Context: an optimization exercise on an open-source flow, tuned for small area and a short achievable clock period. The choices shown serve that exercise and are no tape-out recipe. Where RTL was checked, it was by simulation tests only, not by an equivalence proof against the original. The flow treats the clock pin as an ideal source. Dropping or thinning the clock tree relies on that and would not hold on a real chip. No activity file was given, so power comes from the tool's default toggle rates.

## Master
module Master(SS_n,MOSI,MISO,clk,rst_n);
input MOSI,SS_n,clk,rst_n;
 output MISO;
 wire rx_valid;
wire [9:0] rx_data;
wire [7:0] tx_data;
wire tx_valid;
 SPI   s1 (clk,rst_n,MOSI,MISO,SS_n,rx_data,rx_valid,tx_data,tx_valid);
RAM_pr2  R1(clk,rst_n,rx_data,rx_valid,tx_data,tx_valid);
endmodule
Size in the first run: ~2,800 cells after synthesis, ~2,100 flip-flops, roughly 5 I/O pins, about 0.049 mm2 of cells after synthesis.
Settings: LEC_CHECK=0, CAP_MARGIN=20, CORE_MARGIN=2, CORE_UTILIZATION=35, CTS_CLUSTER_DIAMETER=50, CTS_CLUSTER_SIZE=40, PLACE_DENSITY=0.6, SETUP_SLACK_MARGIN=0.2, SLEW_MARGIN=20; clock period 3.7 ns.
run.sh (not shown) runs the stock make flow with config.mk's settings and CLKGATE_MAP_FILE= SYNTH_SCRIPT=/design/flow/synth_recipe.tcl, a recipe that flattens the netlist after the stock synthesis.
The baseline went through all stages and came out clean.
Edit:
CTS_CLUSTER_DIAMETER = 100   (was 50)
CTS_CLUSTER_SIZE = 30   (was 40)
SETUP_SLACK_MARGIN = 2.0   (was 0.2)
What happened: The new run completed with no timing, DRC or antenna violations; cell area is higher slightly; area after synthesis stays the same; sequential share of layout area fell by 1.0 points; power decreases by a little under a tenth; global-route usage increases by 0.14 points; cell count is about the same; wire length climbs by a few percent; critical path depth rises by 3; non-clock buffer count went up by 121; via count grows slightly; sequential cell count stays the same.
Edit:
SETUP_SLACK_MARGIN = 0.2   (was 2.0)
Outcome: Fmax is lower by about 25%; routed wire length fell by about 5%; global-route usage falls by 0.34 points; hold slack gets worse by 18 ps; setup slack gets worse by 710 ps; design area drops by 5.1%.
Edit:
SETUP_SLACK_MARGIN = 1.5   (was 0.2)
=> The new run finished with timing, DRC and antenna clean. Fmax went up by 28%. Via count rises by 1.1%. Synthesized area is unchanged. Combinational power is higher by 22%. Routed wire length climbs by 1.7%.
No functional check of the RTL was part of any run of this note.

========
Setup of oak:
Master, a different RTL version from the one above (not shown whole).
For scale: ~2600 cells after synthesis, roughly 2100 flip-flops, roughly 5 I/O pins, roughly 0.047 sq mm of cells after synthesis.
clock: 3.7 ns
lec_check: 0
cap_margin: 20
core_margin: 2
core_utilization: 35
cts_cluster_diameter: 100
cts_cluster_size: 30
place_density: 0.6
setup_slack_margin: 2.0
slew_margin: 20
oak finished end to end and its layout was clean on timing, DRC and antenna.
Here is what was changed in the inputs of pine compared with oak.
- swapping 35 for 60 in CORE_UTILIZATION
- swapping 0.6 for 0.7 in PLACE_DENSITY
### Flow results
Against oak, setup slack in pine came out better.
Relative to oak, met3 wire length increased by about 23% in pine.
Any difference in clock group share of total power between oak and pine is small enough to ignore.
Between oak and pine, the cell count went down.
met1 routing resource usage after global routing, pine and oak, lower one = oak.
oak → pine: via count of the first global-routing pass increased about 8%; area overhead of the layout relative to synthesis decreased 2.4 points.
Taking oak as the reference point, the total die area of pine falls by 0.057 sq mm.
Area: pine vs oak -> pine smaller
No functional check of the RTL was part of any run of this note.

========
the baseline:
The RTL this note starts from:
==> flow/design.v <==
module SPI (clk,rst_n,MOSI,MISO,SS_n,rx_data,rx_valid,tx_data,tx_valid);
input MOSI,SS_n,clk,rst_n;
output reg rx_valid;
output reg [9:0] rx_data;
input [7:0] tx_data;
input tx_valid;
output reg MISO;
reg chk, act, sh;
reg is_ra, is_rd;
reg rd_address_first;
reg [3:0] cnt;
wire send = act & is_rd & ~sh & tx_valid & ~cnt[3];
wire last_bit = cnt == 4'd9;
always @(posedge clk,negedge rst_n)
begin
    if(!rst_n) begin
        chk <= 1'b0;
        act <= 1'b0;
        sh <= 1'b0;
        rx_valid <= 1'b0;
        rd_address_first <= 1'b0;
        MISO <= 1'b0;
    end else begin
        chk <= ~SS_n & ~chk & ~act;
        act <= ~SS_n & (chk | act);
        sh <= ~SS_n & (chk | (sh & ~last_bit));
        rx_valid <= act & ~sh;
        if(act & is_ra)
            rd_address_first <= 1'b1;
        else if(act & is_rd)
            rd_address_first <= 1'b0;
        if(send)
            MISO <= tx_data[~cnt[2:0]];
    end
end
always @(posedge clk)
begin
    if(chk) begin
        is_ra <= MOSI & ~rd_address_first;
        is_rd <= MOSI & rd_address_first;
    end
    if(!act || (sh && last_bit))
        cnt <= 4'd0;
    else if(sh || send)
        cnt <= cnt + 4'd1;
    if(sh)
        rx_data <= {rx_data[8:0],MOSI};
end
endmodule
module RAM_pr2(clk,rst_n,din,rx_valid,dout,tx_valid);
input [9:0] din;
input rx_valid,clk,rst_n;
output [7:0] dout;
output reg tx_valid;
reg [21:0] rs;
reg [1:0] part;
reg [1:0] a10;
reg is21;
reg [7:0] cw;
reg valid;
reg [1:0] p3;         
reg [1:0] p4;         
reg match_r;
reg wbe;              
reg wbe_n;            
reg [7:0] rd_r;
reg rd_ok;
wire ld_addr = rx_valid & ~din[8];
wire wr = rx_valid & ~din[9] & din[8];
wire [5:0] h = din[7:2];
reg [2:0] d_hi;
reg [1:0] d_lo, d_part;
reg d_is21;
always @(*) begin
    d_is21 = 1'b0;
    if (h[1:0] != 2'd3) begin
        d_hi = {1'b0, h[5:4]}; d_lo = h[3:2]; d_part = h[1:0];
    end else if (h[3:2] != 2'd3) begin
        d_hi = 3'd4; d_lo = h[5:4]; d_part = h[3:2];
    end else if (h[5:4] != 2'd3) begin
        d_hi = 3'd5; d_lo = 2'd0; d_part = h[5:4];
    end else begin
        d_hi = 3'd5; d_lo = 2'd1; d_part = 2'd0; d_is21 = 1'b1;
    end
end
wire [1:0] p4_nx = p4 + 2'd1;
wire [1:0] p3_nx = (p4 == 2'd3) ? ((p3 == 2'd2) ? 2'd0 : p3 + 2'd1) : p3;
wire match_old = (p4_nx == a10) & (is21 | (p3_nx == part));
wire match_new = (p4_nx == din[1:0]) & (d_is21 | (p3_nx == d_part));
wire match_nx = ld_addr ? match_new : match_old;
wire fetch = rd_ok & ~valid;
wire valid_nx = wr | (~ld_addr & (valid | fetch));
assign dout = cw;
always @(posedge clk,negedge rst_n) begin
    if(!rst_n)
        tx_valid<=0;
    else if(rx_valid)
        tx_valid<=din[9]&din[8];
end
integer k;
always @(posedge clk) begin
    p4 <= p4_nx;
    p3 <= p3_nx;
    if(ld_addr) begin
        for (k = 0; k < 22; k = k + 1)
            rs[k] <= {d_hi, d_lo} == k;
        part <= d_part;
        a10 <= din[1:0];
        is21 <= d_is21;
    end
    match_r <= match_nx;
    valid <= valid_nx;
    wbe <= match_old & valid_nx;
    wbe_n <= ~(match_old & valid_nx);
    if(wr)
        cw <= din[7:0];
    else if(fetch)
        cw <= rd_r;
end
wire [7:0] last [0:21];
reg [7:0] rd;
integer g;
always @(*) begin
    rd = 8'd0;
    for (g = 0; g < 22; g = g + 1)
        rd = rd | ({8{rs[g]}} & last[g]);
end
always @(posedge clk) begin
    rd_r <= rd;
    rd_ok <= match_r & ~ld_addr;
end
genvar l;
generate
for (l = 0; l < 22; l = l + 1) begin : g_loop
    localparam N = (l == 21) ? 4 : 12;
    reg [8*N-1:0] w;
    wire sel = rs[l] & wbe;
    wire keep = ~rs[l] | wbe_n;
    assign last[l] = w[8*N-8 +: 8];
    always @(posedge clk)
        w <= {w[8*N-9:0], ({8{sel}} & cw) | ({8{keep}} & w[8*N-8 +: 8])};
end
endgenerate
endmodule
module Master(SS_n,MOSI,MISO,clk,rst_n);
input MOSI,SS_n,clk,rst_n;
 output MISO;
 wire rx_valid;
wire [9:0] rx_data;
wire [7:0] tx_data;
wire tx_valid;
 SPI   s1 (clk,rst_n,MOSI,MISO,SS_n,rx_data,rx_valid,tx_data,tx_valid);
RAM_pr2  R1(clk,rst_n,rx_data,rx_valid,tx_data,tx_valid);
endmodule
export LEC_CHECK = 0
export ABC_AREA = 1
export CAP_MARGIN = 20
export CORE_MARGIN = 2
export CORE_UTILIZATION = 60
export CTS_CLUSTER_DIAMETER = 100
export CTS_CLUSTER_SIZE = 30
export PLACE_DENSITY = 0.7
export SETUP_SLACK_MARGIN = 1.9
export SLEW_MARGIN = 20
create_clock -name core_clock -period 3.7 [get_ports {clk}]
standard.sh (not shown) runs the stock make flow with config.mk's settings and CLKGATE_MAP_FILE= SYNTH_SCRIPT=/design/flow/synth_recipe.tcl, a recipe that flattens the netlist after the stock synthesis.
==> flow/flow/run.sh <==
#!/bin/bash
# The standard layout, with the clock tree's top rebuilt after CTS
# (flow/post_cts.tcl, run by ORFS's POST_CTS_TCL hook). The ORFS run's
# output goes to standard_flow.log, its logs to orfs/logs.
set -euo pipefail
here=$(pwd)
export POST_CTS_TCL="$here/flow/post_cts.tcl"
bash standard.sh finish > "$here/standard_flow.log" 2>&1
Other scripts of this flow, unchanged in this note and not shown: flow/flow/post_cts.tcl, flow/flow/retree.tcl
Changes in the candidate relative to the baseline:
- SETUP_SLACK_MARGIN: 1.9 -> 2.0
[summary]
- The post-synthesis share of cell area spent on and, or, nand and nor gates on the baseline is in line with that on the candidate.
- The candidate vs the baseline on sequential fraction of total cell area: the candidate is the lower one.
- Between the baseline and the candidate, worst setup skew after layout decreased.
- On detailed-route wire length on metal 1, the baseline and the candidate are basically level.
- The candidate vs the baseline: setup slack after layout up
- Number of antenna diodes: higher on the candidate
Function was not checked in any run of this note: the RTL went through the layout flow alone.

========
Master, a different RTL version from the one above (not shown whole).
Size: ~2600 cells after synthesis, roughly 5 I/O pins, roughly 47000 um^2 of cells after synthesis.
==> flow/design.v (excerpt) <==
module Master(SS_n,MOSI,MISO,clk,rst_n);
input MOSI,SS_n,clk,rst_n;
 output MISO;
 wire rx_valid;
wire [9:0] rx_data;
wire [7:0] tx_data;
wire tx_valid;
 SPI   s1 (clk,rst_n,MOSI,MISO,SS_n,rx_data,rx_valid,tx_data,tx_valid);
RAM_pr2  R1(clk,rst_n,rx_data,rx_valid,tx_data,tx_valid);
endmodule
make LEC_CHECK=0 CAP_MARGIN=20 CORE_MARGIN=2 CORE_UTILIZATION=70 CTS_CLUSTER_DIAMETER=100 CTS_CLUSTER_SIZE=30 PLACE_DENSITY=0.8 SETUP_SLACK_MARGIN=2.0 SLEW_MARGIN=20 finish   # period 3.7 ns
run.sh (not shown) runs the stock make flow with config.mk's settings and CLKGATE_MAP_FILE= SYNTH_SCRIPT=/design/flow/synth_recipe.tcl, a recipe that flattens the netlist after the stock synthesis.
Stock flow here: none of the scripts above is used.
==> next run, changes <==
Settings changed: CORE_UTILIZATION 70 to 60, PLACE_DENSITY 0.8 to 0.7.
The new run completed without violations.
Routed wire length came out lower by 9.5%.
Register-to-register slack barely changes.
Final area came out higher by 0.81%.
Maximum frequency came out higher by about 0.6%.
Hold slack degrades by 14 ps.
No functional check of the RTL was part of any run of this note.

========
== run 1 ==
Another version of the RTL of Master (not shown whole).
Size: roughly 2600 cells after synthesis, about 2100 flip-flops, ~5 I/O pins.
## Master
module Master(SS_n,MOSI,MISO,clk,rst_n);
input MOSI,SS_n,clk,rst_n;
 output MISO;
 wire rx_valid;
wire [9:0] rx_data;
wire [7:0] tx_data;
wire tx_valid;
 SPI   s1 (clk,rst_n,MOSI,MISO,SS_n,rx_data,rx_valid,tx_data,tx_valid);
RAM_pr2  R1(clk,rst_n,rx_data,rx_valid,tx_data,tx_valid);
endmodule
==> flow/config.mk <==
export PLATFORM = sky130hd
export DESIGN_NAME = Master
export DESIGN_NICKNAME = Master
export VERILOG_FILES = /design/flow/design.v
export SDC_FILE = /design/flow/constraint.sdc
export NUM_CORES = 4
export LEC_CHECK = 0
export CAP_MARGIN = 20
export CORE_MARGIN = 2
export CORE_UTILIZATION = 60
export CTS_CLUSTER_DIAMETER = 80
export CTS_CLUSTER_SIZE = 36
export PLACE_DENSITY = 0.7
export SETUP_SLACK_MARGIN = 2.0
export SLEW_MARGIN = 20
==> flow/constraint.sdc <==
create_clock -name core_clock -period 3.7 [get_ports {clk}]
set_input_delay 0.7400 -clock core_clock [delete_from_list [all_inputs] [get_ports {clk}]]
set_output_delay 0.7400 -clock core_clock [all_outputs]
set_load 0.01 [all_outputs]
standard.sh (not shown) runs the stock make flow with config.mk's settings and CLKGATE_MAP_FILE= SYNTH_SCRIPT=/design/flow/synth_recipe.tcl, a recipe that flattens the netlist after the stock synthesis.
Scripts as last shown in full above: flow/flow/run.sh
Other scripts of this flow, unchanged in this note and not shown: flow/flow/post_cts.tcl, flow/flow/retree.tcl
Input changes introduced in run 2 (baseline for comparison: run 1):
Settings: CTS_CLUSTER_DIAMETER: 80 -> 100; CTS_CLUSTER_SIZE: 36 -> 30; SETUP_SLACK_MARGIN: 2.0 -> 1.9.
Results
Taking run 1 as the reference, in run 2 synthesized area neither gained nor lost much; minimum clock period lost 0.014 ns; sequential element share of the synthesized area neither gained nor lost much; total non-filler cell area in the finished layout lost 0.49%; number of iterations in the first detailed-routing pass picked up an extra 2.
#### Input delta (run 3 over run 2)
Settings: swapping 30 for 20 in CTS_CLUSTER_SIZE; putting ABC_AREA at 1 where nothing was set; swapping 1.9 for 2.0 in SETUP_SLACK_MARGIN; putting CTS_BUF_LIST at sky130_fd_sc_hd__clkbuf_8 where nothing was set; swapping 100 for 60 in CTS_CLUSTER_DIAMETER.
--- outcome ---
- Run 2 | stages: all done | timing, DRC, antenna: all pass
- Run 3 completed every stage of the flow, and the final layout passed the timing, design-rule and antenna checks.
- Relative to run 2, the maximum frequency of run 3 is higher by 2.2 MHz.
- Setup slack sits higher in run 3 than in run 2.
- Number of global-route vias before repair ends up lower on run 2.
Inputs modified between run 3 and run 4:
Settings: a change of CTS_CLUSTER_DIAMETER from 60 to 100; a change of PLACE_DENSITY from 0.7 to 0.8; a change of CORE_UTILIZATION from 60 to 70; a change of CTS_CLUSTER_SIZE from 20 to 30; a deleted CTS_BUF_LIST that had been sky130_fd_sc_hd__clkbuf_8.
--- outcome ---
Row worst hold slack: run 4 lower / run 3 higher
Diff run 3 -> run 4: number of non-filler instances in the completed layout saw a decrease, routed metal-1 wire length about even.
Input changes introduced in run 5 (baseline for comparison: run 4):
Settings: PLACE_DENSITY changed from 0.8 to 0.7; CORE_UTILIZATION changed from 70 to 60.
Notes after the runs:
The more densely filled core belongs to run 4, not run 5. Cell area after layout (run 5 vs. run 4) increases slightly. Note that the routed wire length recorded for run 5 amounts to 0.884 times the value seen in run 4. Between run 5 and run 4, the relative contribution of combinational cells to total power does not differ in any meaningful way.

========
Starting RTL as in the previous note.
export LEC_CHECK = 0
export CAP_MARGIN = 20
export CORE_MARGIN = 2
export CORE_UTILIZATION = 60
export CTS_CLUSTER_DIAMETER = 100
export CTS_CLUSTER_SIZE = 30
export PLACE_DENSITY = 0.7
export SETUP_SLACK_MARGIN = 2.0
export SLEW_MARGIN = 20
create_clock -name core_clock -period 3.7 [get_ports {clk}]
Scripts as last shown in full above: flow/flow/run.sh
Other scripts of this flow, unchanged in this note and not shown: flow/flow/post_cts.tcl, flow/flow/retree.tcl
Rerun with:
ABC_AREA = 1   (was not set)
CTS_BUF_LIST = sky130_fd_sc_hd__clkbuf_8   (was not set)
CTS_CLUSTER_DIAMETER = 60   (was 100)
CTS_CLUSTER_SIZE = 20   (was 30)
SETUP_SLACK_MARGIN = 1.95   (was 2.0)
Outcome:
- The new run completed with no timing, DRC or antenna violations
- register-to-register slack gets worse by 0.08 ns
- total power goes down by about 2.8%
- setup slack gets better by 0.027 ns
Rerun with:
CTS_CLUSTER_DIAMETER = 50   (was 60)
CTS_CLUSTER_SIZE = 18   (was 20)
SETUP_SLACK_MARGIN = 2.0   (was 1.95)
=> The changed run finished clean. Sequential share of layout area goes down by 0.48 points. Via count goes up slightly. Hold slack gets worse by 0.014 ns. Power goes up slightly. Final area goes up slightly. Utilization goes up by 0.36 points. Maximum frequency stays flat. Global-route usage barely changes. Die area stays the same.

-- what the ideal ports hide --
The results above use ideal ports. As a check the final layouts listed here were re-extracted and re-timed, cells and wires unchanged.
Step 1, drivers: a clkbuf_16 drives clk and a buf_2 each remaining input, both assumed.
Step 2 moves the port delays by t, midway between the first and last clock arrival at a register: inputs arrive t later, outputs are due t later. That takes back most of the time a late clock gives input paths.
Slacks: ideal / step 1 / step 2; pairs: ideal / step 1.
| run | t (ns) | setup WS [ns] | hold slack, ns | worst register clock-pin slew, ns | pins driven straight from the clock port |
|---|---|---|---|---|---|
| the first run of note 1 | 0.788 | 0.828 / 0.828 / 0.828 | 0.303 / 0.303 / 0.303 | 0.10 / 0.10 | 1 |
| the second run of note 1 | 0.730 | 1.529 / 1.529 / 1.529 | 0.316 / 0.316 / 0.316 | 0.11 / 0.11 | 1 |
| the third run of note 1 | 0.745 | 0.816 / 0.816 / 0.816 | 0.298 / 0.298 / 0.298 | 0.11 / 0.11 | 1 |
| the fourth run of note 1 | 0.744 | 1.450 / 1.450 / 1.450 | 0.299 / 0.299 / 0.299 | 0.11 / 0.11 | 1 |
| oak | 0.737 | 1.752 / 1.685 / 1.849 | 0.314 / 0.308 / 0.314 | 0.12 / 0.12 | 1 |
| pine | 0.711 | 1.769 / 1.701 / 1.800 | 0.313 / 0.313 / 0.313 | 0.12 / 0.12 | 1 |
| the baseline | 0.634 | 1.861 / 1.727 / 1.939 | 0.296 / 0.296 / 0.296 | 0.12 / 0.12 | 4 |
| the candidate | 0.635 | 1.868 / 1.733 / 2.028 | 0.304 / 0.304 / 0.304 | 0.12 / 0.12 | 4 |
| the first run of note 4 | 0.728 | 1.750 / 1.684 / 1.788 | 0.322 / 0.308 / 0.322 | 0.12 / 0.12 | 1 |
| the second run of note 4 | 0.714 | 1.762 / 1.695 / 1.789 | 0.308 / 0.303 / 0.308 | 0.12 / 0.12 | 1 |
| run 1 | 0.614 | 1.898 / 1.761 / 1.927 | 0.272 / 0.272 / 0.272 | 0.13 / 0.13 | 4 |
| run 2 | 0.626 | 1.913 / 1.779 / 1.965 | 0.309 / 0.309 / 0.309 | 0.12 / 0.12 | 4 |
| run 3 | 0.617 | 1.919 / 1.785 / 2.012 | 0.308 / 0.308 / 0.308 | 0.12 / 0.12 | 4 |
| run 4 | 0.617 | 1.912 / 1.778 / 1.984 | 0.269 / 0.269 / 0.269 | 0.12 / 0.12 | 4 |
| run 5 | 0.625 | 1.913 / 1.780 / 1.983 | 0.308 / 0.307 / 0.307 | 0.11 / 0.11 | 4 |
| the first run of note 6 | 0.627 | 1.892 / 1.756 / 2.022 | 0.306 / 0.306 / 0.306 | 0.12 / 0.12 | 4 |
| the second run of note 6 | 0.617 | 1.920 / 1.785 / 1.942 | 0.308 / 0.308 / 0.308 | 0.12 / 0.12 | 4 |
| the third run of note 6 | 0.634 | 1.916 / 1.783 / 2.019 | 0.294 / 0.294 / 0.294 | 0.11 / 0.11 | 4 |
After both steps setup and hold are still met in every run listed.
